Background: an optimization exercise with open tools, aiming at small area, a short achievable clock period and few clock cycles per item. Do not read the settings as production practice.
In this exercise RTL edits were held to simulation tests only and were not proved equivalent to the original.

Design Rsa256Wrapper, start of the top module:
module Rsa256Wrapper (
    input         avm_rst,
    input         avm_clk,
    output  [4:0] avm_address,
    output        avm_read,
    input  [31:0] avm_readdata,
    output        avm_write,
    output [31:0] avm_writedata,
    input         avm_waitrequest
);
localparam R  = 10;                           
localparam NT = 256 + R;                     
localparam WB = NT + 1;                      
localparam WS = NT + 2;                      
localparam M  = (WS + R - 1) / R;            
localparam K  = R * M;                       
localparam RX_BASE     = 5'd0;
localparam TX_BASE     = 5'd4;
localparam STATUS_BASE = 5'd8;
localparam S_RXS   = 0;    
localparam S_RXD   = 1;    
localparam S_WAIT  = 2;    
localparam S_NT0   = 3;    
localparam S_NTA   = 4;    
localparam S_NTB   = 5;    
localparam S_DBLA  = 6;    
localparam S_DBLB  = 7;    
localparam S_SCAN  = 8;    
localparam S_MONT  = 9;    
  ...
Size: about 26,000 cells after synthesis, ~74 I/O pins, roughly 270,000 um2 of cells after synthesis.
export LEC_CHECK = 0
export CAP_MARGIN = 20
export CORE_MARGIN = 2
export CORE_UTILIZATION = 40
export SETUP_SLACK_MARGIN = 1.0
export SLEW_MARGIN = 45
export SYNTH_HIERARCHICAL = 1
create_clock -name core_clock -period 22.0 [get_ports {avm_clk}]
standard.sh (not shown) runs the stock make flow with config.mk's settings and CLKGATE_MAP_FILE= SYNTH_SCRIPT=/design/flow/synth_recipe.tcl, a recipe that flattens the netlist after the stock synthesis.
==> flow/flow/run.sh <==
#!/bin/bash
# Standard synthesis, then the standard ORFS layout steps with repair_timing
# aiming at a shorter period than the constraint (which stays as it is), and
# port buffers of a plain buffer cell.
set -euo pipefail
MARGIN=16.1
bash standard.sh synth > synth.log 2>&1
bash standard.sh SETUP_SLACK_MARGIN=$MARGIN \
    "BUFFER_PORTS_ARGS=-inputs -outputs -buffer_cell sky130_fd_sc_hd__buf_4" \
    floorplan place cts route finish > layout.log 2>&1
The starting point produced a clean layout.
Testbench counts at the start, summed over its fixed seeds: cycles 250,615, items 24.
Next try:
--- a/flow/flow/run.sh
+++ b/flow/flow/run.sh
@@ -7,3 +7,3 @@
 bash standard.sh synth > synth.log 2>&1
-bash standard.sh SETUP_SLACK_MARGIN=$MARGIN \
+bash standard.sh SETUP_SLACK_MARGIN=$MARGIN SKIP_BUFFER_REMOVAL=1 \
     "BUFFER_PORTS_ARGS=-inputs -outputs -buffer_cell sky130_fd_sc_hd__buf_4" \
- CORE_UTILIZATION: 40 -> 55
Result: The new run completed with no timing, DRC or antenna violations; routed wire length came out lower by 1.9%; register-to-register slack loses 0.10 ns; final area goes down by 1.5%; count of clock-buffer cells in the layout is higher by 1; critical path depth does not change; worst setup slack got worse by 0.11 ns.

---

Starting RTL as in the previous note.
clock: 22.0 ns
lec_check: 0
cap_margin: 20
core_margin: 2
core_utilization: 55
cts_cluster_diameter: 100
cts_cluster_size: 18
setup_slack_margin: 1.0
slew_margin: 45
synth_hierarchical: 1
==> flow/flow/run.sh <==
#!/bin/bash
# Standard synthesis, then the standard ORFS layout steps with repair_timing
# aiming at a shorter period than the constraint (which stays as it is), and
# port buffers of a plain buffer cell.
set -euo pipefail
MARGIN=16.1
bash standard.sh synth > synth.log 2>&1
bash standard.sh SETUP_SLACK_MARGIN=$MARGIN SKIP_BUFFER_REMOVAL=1 \
    "BUFFER_PORTS_ARGS=-inputs -outputs -buffer_cell sky130_fd_sc_hd__buf_4" \
    floorplan place cts route finish > layout.log 2>&1
Testbench counts at the start, summed over its fixed seeds: cycles 250,615, items 24.
Next try:
--- a/flow/flow/run.sh
+++ b/flow/flow/run.sh
@@ -5,3 +5,3 @@
 set -euo pipefail
-MARGIN=16.1
+MARGIN=15.9
 bash standard.sh synth > synth.log 2>&1
- CORE_UTILIZATION: 55 -> 40
- CTS_CLUSTER_DIAMETER: 100 -> unset
- CTS_CLUSTER_SIZE: 18 -> unset
Result: The new run produced a clean layout; count of clock-buffer cells in the layout grows by 102; critical path depth came out higher by 18; hold slack degrades by 0.021 ns.
Next try:
--- a/flow/flow/run.sh
+++ b/flow/flow/run.sh
@@ -5,3 +5,3 @@
 set -euo pipefail
-MARGIN=15.9
+MARGIN=16.1
 bash standard.sh synth > synth.log 2>&1
After rerunning: Flip-flop and latch count is unchanged. Wire length rises by about 1.4%. Worst setup slack improved by 0.13 ns. Non-clock buffer count rose by 112. Cell count rose by about 0.36%. Hold slack got worse by 0.033 ns. Die area is unchanged.

## re-timing with driven ports
Ports are ideal in the flow. The routed layouts listed here were re-timed in OpenROAD.
Step 1: set_driving_cell puts a clkbuf_16 on avm_clk and a buf_2 on each other input, an assumption about the parent block.
Step 2 times the ports against the registers' clock, not the clock port: input delays grow and output delays shrink by t, the midpoint of the rising clock arrivals with the driver on.
Slacks: ideal / step 1 / step 2; pairs: ideal / step 1.
| run | t, ns | slack for setup (ns) | hold slack, ns | worst data-port slew with drivers (ns) |
|---|---|---|---|---|
| the first run of note 1 | 1.155 | 16.038 / 15.886 / 15.334 | 0.379 / 0.379 / 0.379 | 0.30 |
| the second run of note 1 | 1.070 | 15.924 / 15.798 / 15.417 | 0.417 / 0.417 / 0.417 | 0.27 |
| the first run of note 2 | 1.092 | 15.929 / 15.788 / 15.355 | 0.433 / 0.433 / 0.433 | 0.32 |
| the second run of note 2 | 1.126 | 15.904 / 15.901 / 15.213 | 0.412 / 0.412 / 0.412 | 0.31 |
| the third run of note 2 | 1.155 | 16.038 / 15.886 / 15.334 | 0.379 / 0.379 / 0.379 | 0.30 |
After both steps setup and hold are still met in every run listed.
